From an optimization exercise on the open Yosys and OpenROAD flow, aimed at small area; shortcuts taken in it are not production practice. In this exercise RTL edits were held to simulation tests only and were not proved equivalent to the original. Power is estimated from default activity; no workload was simulated.

===== flow/config.mk =====
export PLATFORM = sky130hd
export DESIGN_NAME = busmux
export DESIGN_NICKNAME = busmux
export VERILOG_FILES = /design/flow/design.v
export SDC_FILE = /design/flow/constraint.sdc
export NUM_CORES = 4
export LEC_CHECK = 0
export CAP_MARGIN = 20
export CORE_MARGIN = 2
export CORE_UTILIZATION = 40
export CTS_CLUSTER_DIAMETER = 150
export CTS_CLUSTER_SIZE = 30
export GPL_ROUTABILITY_DRIVEN = 0
export GPL_TIMING_DRIVEN = 0
export SLEW_MARGIN = 20
export SYNTH_HIERARCHICAL = 1

===== flow/constraint.sdc =====
create_clock -name core_clock -period 6.0 [get_ports {i_clk}]
set_input_delay 1.2000 -clock core_clock [delete_from_list [all_inputs] [get_ports {i_clk}]]
set_output_delay 1.2000 -clock core_clock [all_outputs]
set_load 0.01 [all_outputs]

===== flow/design.v =====
module busmux #(
    parameter DATAW = 32
) (
    input  wire               i_clk,
    input  wire               i_rst,
    input  wire               i_stb,
    input  wire               i_we,
    input  wire [7:0]         i_addr,
    input  wire [(DATAW-1):0] i_data,
    output wire               o_ack,
    output wire [(DATAW-1):0] o_data,
    output wire               o_xor
);
    localparam NREG = 14;
    function automatic [(NREG-1):0] wsel(input [1:0] g, input [2:0] s);
        begin
            wsel[0]  = (g == 2'd0) && !s[0];
            wsel[1]  = (g == 2'd0) &&  s[0];
            wsel[2]  = (g == 2'd1) && (s[1:0] == 2'd0);
            wsel[3]  = (g == 2'd1) && (s[1:0] == 2'd1);
            wsel[4]  = (g == 2'd1) && (s[1:0] == 2'd2);
            wsel[5]  = (g == 2'd2) && (s[1:0] == 2'd0);
            wsel[6]  = (g == 2'd2) && (s[1:0] == 2'd1);
            wsel[7]  = (g == 2'd2) && (s[1:0] == 2'd2);
            wsel[8]  = (g == 2'd2) && (s[1:0] == 2'd3);
            wsel[9]  = (g == 2'd3) && (s == 3'd0);
            wsel[10] = (g == 2'd3) && (s == 3'd1);
            wsel[11] = (g == 2'd3) && (s == 3'd2);
            wsel[12] = (g == 2'd3) && (s == 3'd3);
            wsel[13] = (g == 2'd3) && (s == 3'd4);
        end
    endfunction
    function automatic [(NREG-1):0] rsel(input [2:0] g, input [2:0] s);
        reg g0, g1, g2, g3;
        begin
            g0 = (g == 3'd0);
            g1 = (g == 3'd1);
            g2 = (g == 3'd2);
            g3 = g[2] || (g[1:0] == 2'd3);
            rsel[0]  = g0 && !s[0];
            rsel[1]  = g0 &&  s[0];
            rsel[2]  = g1 && (s[1:0] == 2'd0);
            rsel[3]  = g1 && (s[1:0] == 2'd1);
            rsel[4]  = g1 &&  s[1];
            rsel[5]  = g2 && (s[1:0] == 2'd0);
            rsel[6]  = g2 && (s[1:0] == 2'd1);
            rsel[7]  = g2 && (s[1:0] == 2'd2);
            rsel[8]  = g2 && (s[1:0] == 2'd3);
            rsel[9]  = g3 && (s == 3'd0);
            rsel[10] = g3 && (s == 3'd1);
            rsel[11] = g3 && (s == 3'd2);
            rsel[12] = g3 && (s == 3'd3);
            rsel[13] = g3 && s[2];
        end
    endfunction
    reg               r_wreq;
    reg [1:0]         r_wgrp;
    reg               c_we;
    reg [1:0]         c_grp;
    reg [2:0]         c_slot;
    reg               c_rstn;    
    reg [(DATAW-1):0] c_data;    
    reg               ph;        
    reg [(NREG*DATAW-1):0] mem;
    reg [(NREG-1):0]       par;
    reg               r_stb;
    reg               r_ack;
    reg [(DATAW-1):0] r_data;
    assign o_ack  = r_ack;
    assign o_data = r_data;
    assign o_xor  = ^par;
    always @(posedge i_clk) begin
        r_wreq <= i_stb && i_we && !i_addr[6];
        r_wgrp <= i_addr[5:4];
        c_we   <= r_wreq;
        c_grp  <= r_wgrp;
        c_slot <= i_addr[2:0];
        c_rstn <= !i_rst;
        c_data <= i_data ^ {DATAW{ph_d}};
    end
    wire c_rst = !c_rstn;
    wire ph_n = !c_rst && !ph;
    wire ph_d = !ph_n;
    always @(posedge i_clk) begin
        ph <= ph_n;
    end
    wire [(NREG-1):0] a_en  = i_rst ? {NREG{1'b1}} : (r_wreq ? wsel(r_wgrp, i_addr[2:0]) : {NREG{1'b0}});
    wire              a_pn  = i_rst | (^i_data ^ ph_n);
    wire [(NREG-1):0] par_d;
    genvar i;
    generate
        for (i = 0; i < NREG; i = i + 1) begin : g_par
            bm_tog #(.W(1)) u_par (
                .i_en  (a_en[i]),
                .i_enb (!a_en[i]),
                .i_dn  (a_pn),
                .i_q   (par[i]),
                .o_d   (par_d[i])
            );
        end
    endgenerate
    always @(posedge i_clk) begin
        par <= par_d;
    end
    wire [(NREG-1):0]      c_en = c_rst ? {NREG{1'b1}} : (c_we ? wsel(c_grp, c_slot) : {NREG{1'b0}});
    wire [(DATAW-1):0]     c_wn = ~(c_data & {DATAW{c_rstn}});
    wire [(NREG*DATAW-1):0] mem_d;
    generate
        for (i = 0; i < NREG; i = i + 1) begin : g_mem
            bm_tog #(.W(DATAW)) u_mem (
                .i_en  (c_en[i]),
                .i_enb (!c_en[i]),
                .i_dn  (c_wn),
                .i_q   (mem[i*DATAW +: DATAW]),
                .o_d   (mem_d[i*DATAW +: DATAW])
            );
        end
    endgenerate
    always @(posedge i_clk) begin
        mem <= mem_d;
    end
    wire [(DATAW-1):0] rd;
    bm_rmux #(.W(DATAW), .N(NREG)) u_rmux (
        .i_sel  (rsel(i_addr[6:4], c_slot)),
        .i_d    (mem),
        .o_d    (rd)
    );
    always @(posedge i_clk) begin
        r_data <= rd ^ {DATAW{ph}};
    end
    always @(posedge i_clk) begin
        r_stb <= i_stb;
        if (!r_ack)
            r_ack <= r_stb;
        else
            r_ack <= 1'b0;
    end
endmodule
module bm_tog #(
    parameter W = 32
) (
    input  wire           i_en,
    input  wire           i_enb,
    input  wire [(W-1):0] i_dn,
    input  wire [(W-1):0] i_q,
    output wire [(W-1):0] o_d
);
    assign o_d = ~((i_q | {W{i_en}}) & (i_dn | {W{i_enb}}));
endmodule
module bm_rmux #(
    parameter W = 32,
    parameter N = 14
) (
    input  wire [(N-1):0]   i_sel,
    input  wire [(N*W-1):0] i_d,
    output wire [(W-1):0]   o_d
);
    genvar b;
    generate
        for (b = 0; b < W; b = b + 1) begin : g_bit
            wire [4:0] n;
            bm_aoi222 u_n0 (.a0(i_sel[0]),  .b0(i_d[0*W+b]),  .a1(i_sel[1]),  .b1(i_d[1*W+b]),
                            .a2(i_sel[2]),  .b2(i_d[2*W+b]),  .y(n[0]));
            bm_aoi222 u_n1 (.a0(i_sel[3]),  .b0(i_d[3*W+b]),  .a1(i_sel[4]),  .b1(i_d[4*W+b]),
                            .a2(i_sel[5]),  .b2(i_d[5*W+b]),  .y(n[1]));
            bm_aoi222 u_n2 (.a0(i_sel[6]),  .b0(i_d[6*W+b]),  .a1(i_sel[7]),  .b1(i_d[7*W+b]),
                            .a2(i_sel[8]),  .b2(i_d[8*W+b]),  .y(n[2]));
            bm_aoi222 u_n3 (.a0(i_sel[9]),  .b0(i_d[9*W+b]),  .a1(i_sel[10]), .b1(i_d[10*W+b]),
                            .a2(i_sel[11]), .b2(i_d[11*W+b]), .y(n[3]));
            bm_nand4  u_n4 (.i_n(n[3:0]), .y(n[4]));
            bm_ao221  u_y  (.a0(i_sel[12]), .b0(i_d[12*W+b]), .a1(i_sel[13]), .b1(i_d[13*W+b]),
                            .c(n[4]), .y(o_d[b]));
        end
    endgenerate
endmodule
module bm_aoi222 (
    input  wire a0, b0, a1, b1, a2, b2,
    output wire y
);
    assign y = ~((a0 & b0) | (a1 & b1) | (a2 & b2));
endmodule
module bm_nand4 (
    input  wire [3:0] i_n,
    output wire       y
);
    assign y = ~&i_n;
endmodule
module bm_ao221 (
    input  wire a0, b0, a1, b1, c,
    output wire y
);
    assign y = (a0 & b0) | (a1 & b1) | c;
endmodule

===== flow/flow/run.sh =====
#!/bin/bash
set -euo pipefail
export BUFFER_PORTS_ARGS="-buffer_cell sky130_fd_sc_hd__buf_1"
bash standard.sh finish > orfs_make.log 2>&1

===== flow/standard.sh =====
#!/bin/bash
# synth_recipe.tcl (not shown) runs the flow's synth.tcl, then flattens the netlist and writes it again
# the make line also repeats each setting of config.mk as NAME=value (left out here)
make -C /OpenROAD-flow-scripts/flow DESIGN_CONFIG=/design/flow/config.mk WORK_HOME=/design/flow/orfs CLKGATE_MAP_FILE= SYNTH_SCRIPT=/design/flow/synth_recipe.tcl "${@:-finish}"

==> results.sh, run 1 <==
export IMPL_status="no timing/DRC/antenna violations"
export IMPL_cpMaxStageDelayCell="a222oi_1"
export IMPL_clk_latency_ns=0.57
export IMPL_htree_levels=1
export IMPL_grt_antenna_before_repair=0
export IMPL_drv_cap=0
export IMPL_dieHeight_microns=215.4
export IMPL_path_clk_slew_ns=0.11
export IMPL_ir_drop_mv=0.3706
export IMPL_drt_iter0_drc=1939
export IMPL_hold_viol=0
export IMPL_crit_start="i_addr[6]"
export IMPL_io_buffers=75
export IMPL_grt_setup_unrepaired="no"
export IMPL_layout_drive_gt1_share_pct=9.293
export IMPL_layout_commonest_cell="dfxtp_1"
export IMPL_fmax_mhz=315.6
export IMPL_clock_path_buffers=3
export IMPL_p_leak_uw=0.007406
export IMPL_skew_ns=0.01466
export IMPL_setup_viol=0
export IMPL_drc=0
export IMPL_drt_wl_total_microns=56120
export IMPL_tightest_slew_ns=1.115
export IMPL_die_area_sq_um=46420
export IMPL_initial_core_util_pct=40.44
export IMPL_dpl_hpwl_microns=39210
export IMPL_grt_pass1_vias=14078
export IMPL_synth_warnings=7
export IMPL_finalCritPeriodShare_pct=52.81
export IMPL_ant_nets=0
export IMPL_placedInstanceArea_sq_um=19390
export IMPL_cts_resized=0
export IMPL_critical_path_required_ns=6.45
export IMPL_final_cell_mix="539 x dfxtp_1, 462 x o22ai_1, 128 x a222oi_1"
export IMPL_synth_top_area_share_pct=60.34
export IMPL_min_path_type="reg -> reg"
export IMPL_nNetsFinal=1713
export IMPL_max_slew_margin_pct=25.19
export IMPL_pin_count=78
export IMPL_finalMaxSlewViolations=0
export IMPL_p_per_area_nw_per_um2=368.6
export IMPL_grt_first_pass_wirelength_microns=85990
export IMPL_grt_max_degree=31
export IMPL_ctsRootBufferMaster="clkbuf_16"
export IMPL_critPathLaunchType="input pin"
export IMPL_final_cell_area_sq_um=19930
export IMPL_synth_seq_cells=539
export IMPL_cpPeakStageDelay_ns=0.50
export IMPL_crit_path_max_fanout=19
export IMPL_syn_num_nets=1593
export IMPL_syn_avg_cell_area_sq_um=11.55
export IMPL_crit_arrival_ns=3.62
export IMPL_setup_tns_final_ns=0
export IMPL_syn_to_final_growth_pct=11.42
export IMPL_routed_via_count=14438
export IMPL_die_width_microns=215.4
export IMPL_cts_sinks=539
export IMPL_overflow=0
export IMPL_track_usage_pct=23.69
export IMPL_cts_buffers=21
export IMPL_yosysTopAreaCell="dfxtp_1"
export IMPL_diodes=0
export IMPL_min_period_ns=3.169
export IMPL_post_drt_via_cell_ratio=6.388
export IMPL_cts_hold_buffers_added=0
export IMPL_fp_row_count=77
export IMPL_syn_cell_area_sq_um=17880
export IMPL_path_cells="buf_1, nor2_1, nand2_1, nor2_4, buf_16, a222oi_1, nand4_1, a221o_1, xor2_1"
export IMPL_cts_tree="built"
export IMPL_fin_util_pct=45.06
export IMPL_hold_start="r_wgrp[1]$_DFF_P_"
export IMPL_synth_cells=1549
export IMPL_core_area_sq_um=44220
export IMPL_reg2reg_from="c_slot[0]$_DFF_P_"
export IMPL_synth_distinct_cells=32
export IMPL_wl_per_cell_microns=24.83
export IMPL_cts_setup_buffers=0
export IMPL_setup_worst_path_class="in -> reg"
export IMPL_ys_seq_area_share_pct=60.34
export IMPL_dr_pass1_iters=7
export IMPL_worstSetupEndpointType="register"
export IMPL_ys_top_cells_by_area="dfxtp_1 60%, o22ai_1 16%, a222oi_1 7.2%"
state kept, by name (all words and copies together) (netlist names):
| name | cells |
|---|---|
| c_data | 32 |
| c_grp | 2 |
| c_rstn | 1 |
| c_slot | 3 |
| c_we | 1 |
| mem | 448 |
| par | 14 |
| ph | 1 |
| r_ack | 1 |
| r_data | 32 |
| r_stb | 1 |
| r_wgrp | 2 |
| r_wreq | 1 |
through the flow:
step	std cells	setup WS, ns	hold WS [ns]	power [uW]
final	2260	2.831	0.4102	7344
after global routing	2260	2.758	0.4368	7675
after CTS	2260	2.823	0.4153	7370
after detailed placement	2238	2.224	0.3960	5705
after global placement	2216	-2.646	0.3952	5633
after floorplan	1549	1.547	0.3634	5249
power by group:
part	internal, uW	switching [uW]
Combinational	565	732
Sequential	4090	254
Clock	639	1070
cells by family after synthesis:
family / share of synthesized area [%]
buffers and inverters: 5.072
AND/OR/NAND/NOR: 3.631
flip-flops: 60.34
XOR/XNOR: 5.338
multiplexers: 0.05597
AO/OA/AOI/OAI: 25.56
layout make-up:
class	count	area, sq um
Timing Repair Buffer	97	666.9
Sequential cell	539	10790
Fill cell	4176	24300
Clock buffer	22	529.3
Inverter	32	120.1
Multi-Input combinational cell	879	6291
Tap cell	592	740.7
Buffer	99	787.0
cells in the mapped netlist:
cell,instances
a21o_1,1
a21oi_1,1
a221o_1,32
a222oi_1,128
and2_1,1
and3_1,2
and3b_1,1
buf_1,1
buf_2,35
buf_4,15
buf_6,42
clkbuf_1,6
dfxtp_1,539
inv_1,32
mux2i_1,1
nand2_1,63
nand2b_1,2
nand3_1,4
nand4_1,33
nand4b_1,1
nor2_1,18
nor2b_1,5
nor3b_1,1
nor4_1,2
o21ai_0,12
o22ai_1,462
o31ai_1,1
or2_2,3
xnor2_1,64
xnor2_2,1
xnor3_1,2
xor2_1,38
Yosys stat by module (local to each module, per instance), a selection:
module,flip-flops and latches,area (sq um),copies in the design,cells
bm_ao221,0,10.01,32,1
bm_nand4,0,6.256,32,1
bm_aoi222,0,10.01,128,1
busmux,539,12470,1,811
path summary, 6_finish.rpt:
check	end	slack [ns]	cells after the start
max	r_data[24]$_DFF_P_	2.83	9
min	c_grp[1]$_DFF_P_	0.41	0
max reg2reg	r_data[24]$_DFF_P_	2.99	8
min reg2reg	c_grp[1]$_DFF_P_	0.41	0
routing by layer:
metal / up-vias / track usage, % / wire, microns / share of wire [%]
met5: - / 0 / 0 / 0
met2: 655 / 38.01 / 25780 / 46
met1: 7217 / 32.46 / 24160 / 43
met3: 94 / 4.087 / 4561 / 8.1
met4: 0 / 7.793 / 1617 / 2.9
li1: 6472 / - / - / -
worst max-delay path: cells and delay by family:
family / cells / cell delay [ns]
and+or+nand+nor: 4 / 0.92
AOI/OAI and AO/OA: 2 / 0.86
buffers and inverters: 2 / 0.49
xor gates and xnor gates: 1 / 0.14
==> run 2, diff against run 1 <==
--- a/flow/config.mk
+++ b/flow/config.mk
@@ -10,7 +10,6 @@
 export CORE_UTILIZATION = 40
 export CTS_CLUSTER_DIAMETER = 150
 export CTS_CLUSTER_SIZE = 30
-export GPL_ROUTABILITY_DRIVEN = 0
-export GPL_TIMING_DRIVEN = 0
+export PLACE_DENSITY = 0.6
 export SLEW_MARGIN = 20
 export SYNTH_HIERARCHICAL = 1
==> run 2 against run 1 <==
Effect of this change: highest routed layer unchanged; wire length grew 2.4%; register-to-register slack lost 0.51 ns; worst setup slack lost 0.35 ns; cell area shrank 3.9%; non-clock buffer count shrank 80; die area is the same; flip-flop and latch count is the same; combinational power shrank 3%; final cell count shrank 3.5%; critical path depth shrank 2; largest power group unchanged.
==> results.sh, run 2 <==
export IMPL_layout_commonest_cell="dfxtp_1"
export IMPL_synth_flop_cell="dfxtp_1"
export IMPL_drt_wl_total_microns=57460
export IMPL_power_uw=7302
export IMPL_drt_iter0_drc=1638
export IMPL_cts_hold_buffers_added=0
export IMPL_syn_to_final_growth_pct=7.060
export IMPL_holdPathStages=0
export IMPL_reg_largest_list="mem: 448 flops, c_data: 32 flops, r_data: 32 flops"
export IMPL_gp_congestion=0.8174
export IMPL_cts_buffers=21
export IMPL_grt_pass1_vias=13883
export IMPL_finalCritPeriodShare_pct=58.59
export IMPL_drc=0
export IMPL_finalMaxSlewViolations=0
export IMPL_cts_tree="built"
export IMPL_min_path_type="reg -> reg"
export IMPL_track_usage_pct=23.82
export IMPL_p_leak_uw=0.006947
export IMPL_min_period_ns=3.515
export IMPL_pre_cts_ws_ns=2.238
export IMPL_setup_tns_final_ns=0
export IMPL_cts_setup_buffers=0
export IMPL_diodes=0
export IMPL_drv_cap=0
export IMPL_ir_drop_mv=0.4530
export IMPL_setup_worst_path_class="reg -> reg"
export IMPL_die_width_microns=215.4
export IMPL_grt_setup_unrepaired="no"
export IMPL_syn_cell_area_sq_um=17880
export IMPL_status="no timing/DRC/antenna violations"
export IMPL_synth_seq_cells=539
export IMPL_io_buffers=75
export IMPL_reg2reg_depth=7
export IMPL_initial_core_util_pct=40.44
export IMPL_synth_top_area_share_pct=60.34
export IMPL_hold_viol=0
export IMPL_yosysTopAreaCell="dfxtp_1"
export IMPL_reg2reg_from="c_rstn$_DFF_P_"
export IMPL_path_clk_slew_ns=0.11
export IMPL_core_area_sq_um=44220
export IMPL_final_cell_mix="537 x dfxtp_1, 462 x o22ai_1, 128 x a222oi_1"
export IMPL_syn_avg_cell_area_sq_um=11.55
export IMPL_nNetsFinal=1633
export IMPL_grt_first_pass_wirelength_microns=85520
export IMPL_die_area_sq_um=46420
export IMPL_synth_distinct_cells=32
export IMPL_largest_register="mem"
export IMPL_r2r_end="par[9]$_DFF_P_"
export IMPL_synthTopCellsByCount="539 x dfxtp_1, 462 x o22ai_1, 128 x a222oi_1"
export IMPL_synth_cells=1549
export IMPL_whs_endpoint="c_we$_DFF_P_"
export IMPL_worstSetupEndpointType="register"
export IMPL_post_drt_via_cell_ratio=6.566
export IMPL_critical_path_required_ns=6.42
export IMPL_crit_arrival_ns=3.93
export IMPL_fmax_mhz=284.5
export IMPL_grt_max_degree=34
export IMPL_ys_top_cells_by_area="dfxtp_1 60%, o22ai_1 16%, a222oi_1 7.2%"
export IMPL_yosys_cell_count_top_type="dfxtp_1"
export IMPL_pin_count=78
export IMPL_cts_sinks=539
export IMPL_setup_viol=0
export IMPL_fp_row_count=77
export IMPL_htree_levels=1
export IMPL_overflow=0
export IMPL_layout_drive_gt1_share_pct=6.297
export IMPL_synth_edf_count=0
export IMPL_max_slew_margin_pct=29.97
export IMPL_crit_path_max_fanout=26
export IMPL_dr_pass1_iters=7
export IMPL_tightest_slew_ns=1.049
export IMPL_clk_latency_ns=0.56
export IMPL_cts_resized=0
export IMPL_largest_reg_flops=448
export IMPL_dpl_hpwl_microns=32130
export IMPL_dieHeight_microns=215.4
export IMPL_reg2reg_slack_ns=2.48
export IMPL_skew_ns=0.01284
export IMPL_ys_seq_area_share_pct=60.34
export IMPL_ant_nets=0
export IMPL_routed_via_count=14314
export IMPL_ctsRootBufferMaster="clkbuf_16"
export IMPL_hold_start="r_wreq$_DFF_P_"
export IMPL_async_reset_ff_share_pct=0
export IMPL_clock_path_buffers=3
export IMPL_wl_per_cell_microns=26.36
export IMPL_grt_antenna_before_repair=0
export IMPL_p_per_area_nw_per_um2=381.4
export IMPL_worst_slack_ns=2.485
export IMPL_synth_warnings=7
export IMPL_syn_num_nets=1593
export IMPL_critPathLaunchType="register"
export IMPL_nFillCells=4175
==> run 2: changes by cell type in the layout (fill, tap and decap cells not counted), sizes merged <==
cell / delta
clkinv: +5
clkbuf: -6
inv: -5
buf: -74
==> run 2: logic make-up after synthesis <==
| logic type | Yosys count | share of synthesized area (%) |
|---|---|---|
| compound gates | 637 | 25.56 |
| buf+inv | 131 | 5.072 |
| mux | 1 | 0.05597 |
| xor+xnor | 105 | 5.338 |
| flops | 539 | 60.34 |
| simple gates | 136 | 3.631 |
==> run 2: per-module statistics from Yosys, one instance, submodules excluded, a selection <==
module,area (sq um),cells,flip-flops and latches
bm_ao221,10.01,1,0
bm_aoi222,10.01,1,0
bm_nand4,6.256,1,0
busmux,12470,811,539
==> run 2: cell type report <==
class / instances / area [sq um] / area share, %
Timing Repair Buffer: 116 / 589.3 / 3.078
Sequential cell: 539 / 10790 / 56.37
Inverter: 32 / 120.1 / 0.6274
Clock buffer: 22 / 529.3 / 2.764
Tap cell: 592 / 740.7 / 3.869
Multi-Input combinational cell: 879 / 6374 / 33.29
==> run 2: critical path, stage by stage, from the launching register on <==
cell and delay [ns]:
dfxtp_2 0.84, buf_4 0.49, nor2b_4 0.24, xnor2_1 0.20
xnor2_1 0.51, xnor3_1 0.32, mux2i_2 0.62, o22ai_1 0.14
==> run 2: how the worst max path moves through the flow <==
| stage | from | endpoint | slack, ns | cells after the start |
|---|---|---|---|---|
| 3_3_place_gp | i_data[17] | par[11]$_DFF_P_ | 2.28 | 7 |
| 3_5_place_dp | i_data[28] | par[0]$_DFF_P_ | 2.24 | 7 |
| 4_1_cts | c_rstn$_DFF_P_ | par[0]$_DFF_P_ | 2.23 | 7 |
| 2_1_floorplan | i_addr[5] | r_data[0]$_DFF_P_ | 1.55 | 5 |
| 5_1_grt | c_rstn$_DFF_P_ | par[6]$_DFF_P_ | 2.31 | 7 |
| 6_report | c_rstn$_DFF_P_ | par[9]$_DFF_P_ | 2.48 | 7 |
==> run 2: per-stage QoR <==
step                      cells  utilization (%)  hold slack, ns  cell area (sq um)
after floorplan            1549                -          0.3634              17880
after global placement     2158            42.09          0.3837              18610
after detailed placement   2158            42.09          0.3852              18610
after CTS                  2180            43.29          0.4068              19140
after global routing       2180            43.30          0.4164              19150
final                      2180            43.30          0.4074              19150
==> run 2: routing by layer <==
layer  routed length [microns]  global-route usage (%)
met3                      4821                   3.538
met1                     24350                   32.48
met5                         0                       0
met4                      1976                   8.368
met2                     26310                   38.60
==> run 2: power by group <==
| group | internal (uW) | switching (uW) |
|---|---|---|
| logic | 525 | 731 |
| registers | 4090 | 263 |
| clock network | 639 | 1060 |
==> run 3, diff against run 2 <==
--- a/flow/config.mk
+++ b/flow/config.mk
@@ -10,6 +10,6 @@
 export CORE_UTILIZATION = 40
 export CTS_CLUSTER_DIAMETER = 150
 export CTS_CLUSTER_SIZE = 30
-export PLACE_DENSITY = 0.6
+export PLACE_DENSITY = 0.9
 export SLEW_MARGIN = 20
 export SYNTH_HIERARCHICAL = 1
==> run 3 against run 2 <==
Effect of this change: clock power is essentially flat; combinational power is essentially flat; sequential power is essentially flat; global-route usage shrank 1.7 points; total power is essentially flat; synthesized cell count is the same; synthesized area is the same; via count grew 4.1%; highest routed layer is now met5; still clean; die area is the same.
==> results.sh, run 3 <==
export IMPL_power_uw=7305
export IMPL_diodes=0
export IMPL_drv_cap=0
export IMPL_cts_tree="built"
export IMPL_hold_worst_slack_ns=0.4109
export IMPL_crit_arrival_ns=3.63
export IMPL_die_area_sq_um=46420
export IMPL_finalCritPeriodShare_pct=52.53
export IMPL_fmax_mhz=317.3
export IMPL_track_usage_pct=22.15
export IMPL_hold_viol=0
export IMPL_synth_edf_count=0
export IMPL_synth_distinct_cells=32
export IMPL_async_reset_ff_share_pct=0
export IMPL_synth_seq_cells=539
export IMPL_critical_path_required_ns=6.48
export IMPL_cts_buffers=21
export IMPL_ctsRootBufferMaster="clkbuf_16"
export IMPL_cts_hold_buffers_added=0
export IMPL_cts_setup_buffers=0
export IMPL_synth_flop_cell="dfxtp_1"
export IMPL_min_path_type="reg -> reg"
export IMPL_grt_antenna_before_repair=1
export IMPL_clk_latency_ns=0.55
export IMPL_syn_to_final_growth_pct=6.759
export IMPL_worstSetupEndpointType="register"
export IMPL_nNetsFinal=1636
export IMPL_grt_setup_unrepaired="no"
export IMPL_p_per_area_nw_per_um2=382.6
export IMPL_synth_cells=1549
export IMPL_dr_pass1_iters=9
export IMPL_largest_reg_flops=448
export IMPL_pin_count=78
export IMPL_finalMaxSlewViolations=0
export IMPL_ant_nets=0
export IMPL_skew_ns=0.01541
export IMPL_fp_row_count=77
export IMPL_initial_core_util_pct=40.44
export IMPL_io_buffers=75
export IMPL_dieHeight_microns=215.4
export IMPL_grt_first_pass_wirelength_microns=82140
export IMPL_max_slew_margin_pct=21.63
export IMPL_largest_register="mem"
export IMPL_reg_largest_list="mem: 448 flops, c_data: 32 flops, r_data: 32 flops"
export IMPL_critPathLaunchType="input pin"
export IMPL_p_leak_uw=0.006970
export IMPL_synthTopCellsByCount="539 x dfxtp_1, 462 x o22ai_1, 128 x a222oi_1"
export IMPL_tightest_slew_ns=1.174
export IMPL_dpl_hpwl_microns=31920
export IMPL_syn_cell_area_sq_um=17880
export IMPL_wl_per_cell_microns=24.91
export IMPL_fin_util_pct=43.17
export IMPL_path_clk_slew_ns=0.12
export IMPL_layout_commonest_cell="dfxtp_1"
export IMPL_clock_path_buffers=3
export IMPL_crit_path_max_fanout=18
export IMPL_grt_max_degree=48
export IMPL_setup_worst_path_class="in -> reg"
export IMPL_gp_congestion=0.8528
export IMPL_ys_top_cells_by_area="dfxtp_1 60%, o22ai_1 16%, a222oi_1 7.2%"
export IMPL_nFillCells=3984
export IMPL_syn_num_nets=1593
export IMPL_overflow=0
export IMPL_synth_top_area_share_pct=60.34
export IMPL_setup_tns_final_ns=0
export IMPL_status="no timing/DRC/antenna violations"
export IMPL_syn_avg_cell_area_sq_um=11.55
export IMPL_routed_via_count=14900
export IMPL_core_area_sq_um=44220
export IMPL_drt_wl_total_microns=54370
export IMPL_yosysTopAreaCell="dfxtp_1"
export IMPL_layout_drive_gt1_share_pct=6.285
export IMPL_ys_seq_area_share_pct=60.34
export IMPL_ir_drop_mv=0.4048
export IMPL_yosys_cell_count_top_type="dfxtp_1"
export IMPL_synth_warnings=7
export IMPL_final_cell_mix="537 x dfxtp_1, 462 x o22ai_1, 128 x a222oi_1"
export IMPL_cts_resized=0
export IMPL_drc=0
export IMPL_cts_sinks=539
export IMPL_die_width_microns=215.4
export IMPL_htree_levels=1
export IMPL_setup_viol=0
export IMPL_min_period_ns=3.152
export IMPL_post_drt_via_cell_ratio=6.825
export IMPL_drt_iter0_drc=2900
export IMPL_grt_pass1_vias=14659
-- run 3: metrics by stage --
step	std cells	instance area (sq um)	setup WS, ns
after detailed placement	2161	18560	2.215
after CTS	2183	19090	2.780
final	2183	19090	2.849
after global placement	2161	18560	2.348
after global routing	2183	19090	2.763
after floorplan	1549	17880	1.547
-- run 3: logic make-up after synthesis --
family	share of synthesized area (%)
AOI/OAI and AO/OA	25.56
DFF	60.34
and+or+nand+nor	3.631
buffers and inverters	5.072
xor gates and xnor gates	5.338
muxes	0.05597
-- run 3: cell type report --
class | count | area [sq um] | share of cell area [%]
flip-flops and latches | 539 | 10790 | 56.53
multi-input cells | 879 | 6297 | 32.98
well taps | 592 | 740.7 | 3.880
repair buffers | 119 | 611.8 | 3.205
clock buffers | 22 | 529.3 | 2.772
inverters | 32 | 120.1 | 0.6291
-- run 3: report_power, final --
| group | switching [uW] | leakage, uW | internal [uW] | total (uW) |
|---|---|---|---|---|
| Clock | 1040 | 0.000260 | 638 | 1670 |
| Combinational | 729 | 0.00217 | 524 | 1250 |
| Sequential | 288 | 0.00454 | 4090 | 4380 |
-- run 3: path summary, 6_finish.rpt --
path                        from                  to  slack, ns  cells after the start
setup reg to reg  c_rstn$_DFF_P_    mem[389]$_DFF_P_       3.23                      6
hold reg to reg   r_wreq$_DFF_P_        c_we$_DFF_P_       0.41                      0
hold / removal    r_wreq$_DFF_P_        c_we$_DFF_P_       0.41                      0
setup / recovery       i_addr[4]  r_data[18]$_DFF_P_       2.85                      7
-- run 3: per-module statistics from Yosys, one instance, submodules excluded, excerpt --
module | flops+latches | area (sq um) | cells | times used
bm_nand4 | 0 | 6.256 | 1 | 32
busmux | 539 | 12470 | 811 | 1
bm_aoi222 | 0 | 10.01 | 1 | 128
bm_ao221 | 0 | 10.01 | 1 | 32
-- run 3: worst max-delay path, stage by stage --
cell and delay, ns:
buf_1 0.25, a21oi_1 0.14, or2_2 0.36, nor2_2 0.90, buf_4 0.40, a221o_1 0.21
xor2_1 0.16
-- run 3: per-layer routing --
metal,wire length (microns),GRT usage [%],up-vias
li1,-,-,6312
met1,19900,27.92,7024
met2,23770,34.76,1217
met3,7105,4.863,345
met4,3578,13.49,2
met5,13,0,-
==> run 4, diff against run 3 <==
--- a/flow/config.mk
+++ b/flow/config.mk
@@ -10,6 +10,5 @@
 export CORE_UTILIZATION = 40
 export CTS_CLUSTER_DIAMETER = 150
 export CTS_CLUSTER_SIZE = 30
-export PLACE_DENSITY = 0.9
 export SLEW_MARGIN = 20
 export SYNTH_HIERARCHICAL = 1
==> run 4 against run 3 <==
Effect of this change: wire length up 5.7%; flip-flop and latch count is the same; maximum frequency shrank 10%; critical path depth unchanged; total power hardly changed; via count fell by 3.9%; critical path type is now reg -> reg.
==> results.sh, run 4 <==
export IMPL_power_uw=7302
export IMPL_synthTopCellsByCount="539 x dfxtp_1, 462 x o22ai_1, 128 x a222oi_1"
export IMPL_p_sw_share_pct=28.07
export IMPL_pwr_share_seq_pct=59.6
export IMPL_ir_drop_mv=0.4530
export IMPL_layout_drive_gt1_share_pct=6.297
export IMPL_dpl_hpwl_microns=32130
export IMPL_grt_pass1_vias=13883
export IMPL_wl_per_cell_microns=26.36
export IMPL_htree_levels=1
export IMPL_syn_avg_cell_area_sq_um=11.55
export IMPL_track_usage_pct=23.82
export IMPL_reg2reg_depth=7
export IMPL_worstSetupEndpointType="register"
export IMPL_r2r_end="par[9]$_DFF_P_"
export IMPL_synth_distinct_cells=32
export IMPL_reg_largest_list="mem: 448 flops, c_data: 32 flops, r_data: 32 flops"
export IMPL_critical_path_required_ns=6.42
export IMPL_cts_setup_buffers=0
export IMPL_clock_path_buffers=3
export IMPL_p_int_uw=5253
export IMPL_ys_seq_area_share_pct=60.34
export IMPL_routed_via_count=14314
export IMPL_yosysTopAreaCell="dfxtp_1"
export IMPL_die_area_sq_um=46420
export IMPL_gp_congestion=0.8174
export IMPL_grt_first_pass_wirelength_microns=85520
export IMPL_path_clk_slew_ns=0.11
export IMPL_io_buffers=75
export IMPL_synth_top_area_share_pct=60.34
export IMPL_min_period_ns=3.515
export IMPL_grt_antenna_before_repair=0
export IMPL_status="no timing/DRC/antenna violations"
export IMPL_tightest_slew_ns=1.049
export IMPL_ant_nets=0
export IMPL_ctsRootBufferMaster="clkbuf_16"
export IMPL_drt_iter0_drc=1638
export IMPL_post_drt_via_cell_ratio=6.566
export IMPL_setup_tns_final_ns=0
export IMPL_die_width_microns=215.4
export IMPL_core_area_sq_um=44220
export IMPL_dr_pass1_iters=7
export IMPL_largest_register="mem"
export IMPL_p_clk_share_pct=23.2
export IMPL_syn_to_final_growth_pct=7.060
export IMPL_grt_max_degree=34
export IMPL_largest_reg_flops=448
export IMPL_crit_start="c_rstn$_DFF_P_"
export IMPL_nNetsFinal=1633
export IMPL_cts_sinks=539
export IMPL_syn_num_nets=1593
export IMPL_cts_resized=0
export IMPL_endpoint="par[9]$_DFF_P_"
export IMPL_drc=0
export IMPL_grt_setup_unrepaired="no"
export IMPL_finalMaxSlewViolations=0
export IMPL_yosys_cell_count_top_type="dfxtp_1"
export IMPL_synth_edf_count=0
export IMPL_cts_buffers=21
export IMPL_p_per_area_nw_per_um2=381.4
export IMPL_drt_wl_total_microns=57460
export IMPL_synth_flop_cell="dfxtp_1"
export IMPL_dieHeight_microns=215.4
export IMPL_cts_tree="built"
export IMPL_syn_cell_area_sq_um=17880
export IMPL_initial_core_util_pct=40.44
export IMPL_power_switching_uw=2050
export IMPL_overflow=0
export IMPL_setup_viol=0
export IMPL_diodes=0
export IMPL_drv_cap=0
export IMPL_hold_viol=0
export IMPL_layout_commonest_cell="dfxtp_1"
export IMPL_fmax_mhz=284.5
export IMPL_fp_row_count=77
export IMPL_crit_arrival_ns=3.93
export IMPL_reg2reg_from="c_rstn$_DFF_P_"
export IMPL_pwr_share_comb_pct=17.2
export IMPL_cts_hold_buffers_added=0
export IMPL_crit_path_max_fanout=26
export IMPL_skew_ns=0.01284
export IMPL_clk_latency_ns=0.56
export IMPL_pin_count=78
export IMPL_finalCritPeriodShare_pct=58.59
export IMPL_holdPathStages=0
export IMPL_reg2reg_slack_ns=2.48
export IMPL_setup_worst_path_class="reg -> reg"
export IMPL_ys_top_cells_by_area="dfxtp_1 60%, o22ai_1 16%, a222oi_1 7.2%"
export IMPL_min_path_type="reg -> reg"
export IMPL_async_reset_ff_share_pct=0
export IMPL_critPathLaunchType="register"
export IMPL_synth_seq_cells=539
export IMPL_synth_warnings=7
export IMPL_max_slew_margin_pct=29.97
export IMPL_final_cell_mix="537 x dfxtp_1, 462 x o22ai_1, 128 x a222oi_1"
export IMPL_p_leak_uw=0.006947
export IMPL_synth_cells=1549
==> run 4: cell counts after synthesis <==
No cell type changed its count.
==> run 4: per-stage QoR <==
stage                     area, sq um  utilization (%)  instances  hold slack [ns]  setup WS (ns)
after global routing            19150            43.30       2180           0.4164          2.308
after global placement          18610            42.09       2158           0.3837          2.279
after CTS                       19140            43.29       2180           0.4068          2.227
final                           19150            43.30       2180           0.4074          2.485
after floorplan                 17880                -       1549           0.3634          1.547
after detailed placement        18610            42.09       2158           0.3852          2.238
==> run 4: worst min path at each step <==
stage	start	endpoint	slack, ns
floorplan	r_wreq$_DFF_P_	c_we$_DFF_P_	0.36
global placement	r_wgrp[1]$_DFF_P_	c_grp[1]$_DFF_P_	0.38
detailed placement	r_wgrp[1]$_DFF_P_	c_grp[1]$_DFF_P_	0.39
CTS	r_wgrp[0]$_DFF_P_	c_grp[0]$_DFF_P_	0.41
global route	r_wgrp[0]$_DFF_P_	c_grp[0]$_DFF_P_	0.42
finish	r_wreq$_DFF_P_	c_we$_DFF_P_	0.41
==> run 4: routing by layer <==
metal / up-vias / GRT usage (%) / wire (microns)
li1: 6290 / - / -
met1: 7191 / 32.48 / 24350
met2: 695 / 38.60 / 26310
met3: 138 / 3.538 / 4821
met4: 0 / 8.368 / 1976
met5: - / 0 / 0
==> run 4: cells by family (layout without fill, tap and decap cells) <==
kind of cell | Yosys count | in the layout | share of synthesized area, %
flops | 539 | 539 | 60.34
xor+xnor | 105 | 105 | 5.338
compound gates | 637 | 637 | 25.56
buf+inv | 131 | 170 | 5.072
mux | 1 | 1 | 0.05597
simple gates | 136 | 136 | 3.631
==> run 4: layout make-up <==
class                   count  area (sq um)
clock buffers              22         529.3
flip-flops and latches    539         10790
fillers                  4175         25080
repair buffers            116         589.3
multi-input cells         879          6374
well taps                 592         740.7
inverters                  32         120.1
==> run 4: modules after synthesis, one instance, submodules excluded, excerpt <==
module     cells  flops+latches
bm_ao221       1              0
busmux       811            539
bm_aoi222      1              0
bm_nand4       1              0
==> run 4: power by group through the flow <==
stage          sequential (uW)  clock [uW]  combinational [uW]
4_1_cts                   4350        1730                1240
3_3_place_gp              4400           0                1210
6_report                  4350        1690                1260
3_5_place_dp              4430           0                1240
2_1_floorplan             4380           0                 866
5_1_grt                   4410        1850                1360
==> run 4: worst max-delay path, stage by stage (launching register included) <==
cell,delay (ns)
dfxtp_2,0.84
buf_4,0.49
nor2b_4,0.24
xnor2_1,0.20
xnor2_1,0.51
xnor3_1,0.32
mux2i_2,0.62
o22ai_1,0.14
==> run 5, diff against run 4 <==
--- a/flow/config.mk
+++ b/flow/config.mk
@@ -10,5 +10,6 @@
 export CORE_UTILIZATION = 40
 export CTS_CLUSTER_DIAMETER = 150
 export CTS_CLUSTER_SIZE = 30
+export PLACE_DENSITY = 0.75
 export SLEW_MARGIN = 20
 export SYNTH_HIERARCHICAL = 1
==> run 5 against run 4 <==
Effect of this change: critical path type unchanged; combinational power hardly changed; cell area is 0.20% lower; sequential share of layout area is 0.11 points higher.
==> results.sh, run 5 <==
export IMPL_status="no timing/DRC/antenna violations"
export IMPL_async_reset_ff_share_pct=0
export IMPL_final_cell_mix="537 x dfxtp_1, 462 x o22ai_1, 128 x a222oi_1"
export IMPL_synth_distinct_cells=32
export IMPL_dieHeight_microns=215.4
export IMPL_pre_cts_ws_ns=2.255
export IMPL_holdPathStages=0
export IMPL_min_period_ns=3.072
export IMPL_ant_nets=0
export IMPL_reg2reg_depth=8
export IMPL_drt_wl_total_microns=55420
export IMPL_fmax_mhz=325.6
export IMPL_post_drt_via_cell_ratio=6.686
export IMPL_ys_seq_area_share_pct=60.34
export IMPL_setup_viol=0
export IMPL_synth_compound_area_share_pct=25.56
export IMPL_synth_top_family_by_area="compound AO/OA/AOI/OAI gates"
export IMPL_synthAdderAreaFrac_pct=0
export IMPL_nFillCells=4049
export IMPL_cts_hold_buffers_added=0
export IMPL_post_place_cells=2162
export IMPL_drt_iter0_drc=2162
export IMPL_critPathLaunchType="register"
export IMPL_grt_max_degree=48
export IMPL_ir_drop_mv=0.4899
export IMPL_synth_xor_area_share_pct=5.338
export IMPL_p_sw_share_pct=28.04
export IMPL_pin_count=78
export IMPL_clock_path_buffers=3
export IMPL_fp_row_count=77
export IMPL_final_cells=2185
export IMPL_synthSimpleGateAreaFrac_pct=3.631
export IMPL_largest_reg_flops=448
export IMPL_path_clk_slew_ns=0.11
export IMPL_grt_antenna_before_repair=0
export IMPL_min_path_type="reg -> reg"
export IMPL_p_clk_share_pct=23.1
export IMPL_dr_pass1_iters=8
export IMPL_critical_path_required_ns=6.47
export IMPL_worstSetupEndpointType="register"
export IMPL_setup_worst_path_class="reg -> reg"
export IMPL_io_buffers=75
export IMPL_synth_top_area_share_pct=60.34
export IMPL_syn_cell_area_sq_um=17880
export IMPL_synth_cells=1549
export IMPL_p_int_uw=5255
export IMPL_p_leak_uw=0.006973
export IMPL_synth_edf_count=0
export IMPL_die_area_sq_um=46420
export IMPL_largest_register="mem"
export IMPL_syn_to_final_growth_pct=6.843
export IMPL_cts_resized=0
export IMPL_reg_largest_list="mem: 448 flops, c_data: 32 flops, r_data: 32 flops"
export IMPL_synthMuxAreaShare_pct=0.05597
export IMPL_clk_latency_ns=0.57
export IMPL_drv_cap=0
export IMPL_synth_flop_cell="dfxtp_1"
export IMPL_grt_pass1_vias=14561
export IMPL_layout_commonest_cell="dfxtp_1"
export IMPL_multi_input_area_sq_um=6296
export IMPL_cts_tree="built"
export IMPL_gp_congestion=0.8125
export IMPL_cts_buffers=21
export IMPL_crit_path_max_fanout=33
export IMPL_synth_warnings=7
export IMPL_skew_ns=0.02466
export IMPL_setup_tns_final_ns=0
export IMPL_track_usage_pct=22.78
export IMPL_synthTopCellsByCount="539 x dfxtp_1, 462 x o22ai_1, 128 x a222oi_1"
export IMPL_power_switching_uw=2048
export IMPL_htree_levels=1
export IMPL_grt_setup_unrepaired="no"
export IMPL_worst_slack_ns=2.928
export IMPL_layout_drive_gt1_share_pct=6.340
export IMPL_yosys_cell_count_top_type="dfxtp_1"
export IMPL_core_area_sq_um=44220
export IMPL_drc=0
export IMPL_dpl_hpwl_microns=31490
export IMPL_ctsRootBufferMaster="clkbuf_16"
export IMPL_tightest_slew_ns=0.8494
export IMPL_overflow=0
export IMPL_syn_num_nets=1593
export IMPL_cts_setup_buffers=0
export IMPL_crit_arrival_ns=3.54
export IMPL_die_width_microns=215.4
export IMPL_ys_top_cells_by_area="dfxtp_1 60%, o22ai_1 16%, a222oi_1 7.2%"
export IMPL_hold_viol=0
export IMPL_pwr_share_comb_pct=17.1
export IMPL_cts_sinks=539
export IMPL_pwr_share_seq_pct=59.7
export IMPL_p_per_area_nw_per_um2=382.2
export IMPL_synth_seq_cells=539
export IMPL_grt_first_pass_wirelength_microns=83690
export IMPL_yosysTopAreaCell="dfxtp_1"
export IMPL_initial_core_util_pct=40.44
export IMPL_diodes=0
export IMPL_nNetsFinal=1637
export IMPL_max_slew_margin_pct=43.31
export IMPL_seq_area_sq_um=10790
export IMPL_finalCritPeriodShare_pct=51.19
export IMPL_routed_via_count=14610
export IMPL_syn_avg_cell_area_sq_um=11.55
export IMPL_finalMaxSlewViolations=0
export IMPL_wl_per_cell_microns=25.36
-- run 5: final cells by class --
type,instances,area share (%)
Tap cell,592,3.877
Timing Repair Buffer,120,3.241
Clock buffer,22,2.770
Clock inverter,1,0.04584
Multi-Input combinational cell,879,32.95
Inverter,32,0.6286
Sequential cell,539,56.49
-- run 5: layer usage --
metal / vias up / part of all wire (%) / global-route usage (%)
met2: 971 / 46 / 37.24
met1: 7143 / 39 / 29.20
met5: - / 0 / 0
li1: 6288 / - / -
met3: 208 / 12 / 4.722
met4: 0 / 4.3 / 9.908
-- run 5: stage by stage --
stage	power [uW]	area, sq um	utilization (%)	hold WS, ns
final	7302	19110	43.21	0.4094
after global routing	7592	19110	43.21	0.4338
after CTS	7288	19100	43.20	0.4129
after detailed placement	5666	18570	41.98	0.3915
after global placement	5589	18570	41.98	0.3896
after floorplan	5249	17880	-	0.3634
-- run 5: cells by family (layout without fill, tap and decap cells) --
family / count (synthesis) / in the layout
muxes: 1 / 1
and+or+nand+nor: 136 / 136
xor gates and xnor gates: 105 / 105
buffers and inverters: 131 / 175
AOI/OAI and AO/OA: 637 / 637
DFF: 539 / 539
-- run 5: path summary, 6_finish.rpt --
path	start	endpoint	slack [ns]
setup / recovery	c_slot[0]$_DFF_P_	mem[420]$_DFF_P_	2.93
hold / removal	r_wgrp[1]$_DFF_P_	c_grp[1]$_DFF_P_	0.41
setup reg to reg	c_slot[0]$_DFF_P_	mem[420]$_DFF_P_	2.93
hold reg to reg	r_wgrp[1]$_DFF_P_	c_grp[1]$_DFF_P_	0.41
-- run 5: worst max-delay path: stages, from the launching register on --
cell and delay, ns:
dfxtp_1 0.41, or2_2 0.44, nor2_1 0.13, nand4_1 0.10, nand2_1 0.07, buf_4 0.47, clkinv_1 0.69, buf_4 0.49
o22ai_1 0.16
-- run 5: per-module statistics from Yosys (local to each module, per instance), a selection --
module | cells | cell area [sq um] | times used
busmux | 811 | 12470 | 1
bm_ao221 | 1 | 10.01 | 32
bm_aoi222 | 1 | 10.01 | 128
bm_nand4 | 1 | 6.256 | 32
-- run 5: power groups by stage --
stage	clock [uW]	combinational (uW)	sequential [uW]
2_1_floorplan	0	866	4380
3_3_place_gp	0	1180	4410
3_5_place_dp	0	1230	4440
4_1_cts	1700	1230	4360
5_1_grt	1820	1350	4420
6_report	1690	1250	4360

[afterwards: timing with drivers on the ports]
How much do the figures lean on ideal ports? The routed layouts below were timed once more, with nothing changed but the port constraints. Step 1 (the two cells are an assumption about what drives the block):
set clk [get_ports {i_clk}]
set_driving_cell -lib_cell sky130_fd_sc_hd__clkbuf_16 $clk
set_driving_cell -lib_cell sky130_fd_sc_hd__buf_2 [delete_from_list [all_inputs] $clk]
Step 2 also shifts input and output timing later by t, the mid clock arrival at the registers, as if the neighbouring blocks saw the same clock. Three values: no drivers, after step 1, after step 2; two values: the first two.
| run | t (ns) | slack for setup (ns) | worst hold slack (ns) | clock arrival spread, ns | worst slew at a driven data input, ns |
|---|---|---|---|---|---|
| run 1 | 0.617 | 2.831 / 2.848 / 2.232 | 0.410 / 0.410 / 0.410 | 0.018 / 0.017 | 0.05 |
| run 2 | 0.612 | 2.485 / 2.485 / 2.215 | 0.407 / 0.407 / 0.407 | 0.014 / 0.014 | 0.04 |
| run 3 | 0.604 | 2.849 / 2.868 / 2.264 | 0.411 / 0.411 / 0.411 | 0.017 / 0.016 | 0.09 |
| run 4 | 0.612 | 2.485 / 2.485 / 2.215 | 0.407 / 0.407 / 0.407 | 0.014 / 0.014 | 0.04 |
| run 5 | 0.612 | 2.928 / 2.919 / 2.415 | 0.409 / 0.409 / 0.409 | 0.026 / 0.026 | 0.04 |
After both steps setup and hold are still met in every run listed. For run 1, which loses most, drivers alone change the setup slack by +0.017 ns; drivers and shift together by -0.599 ns.
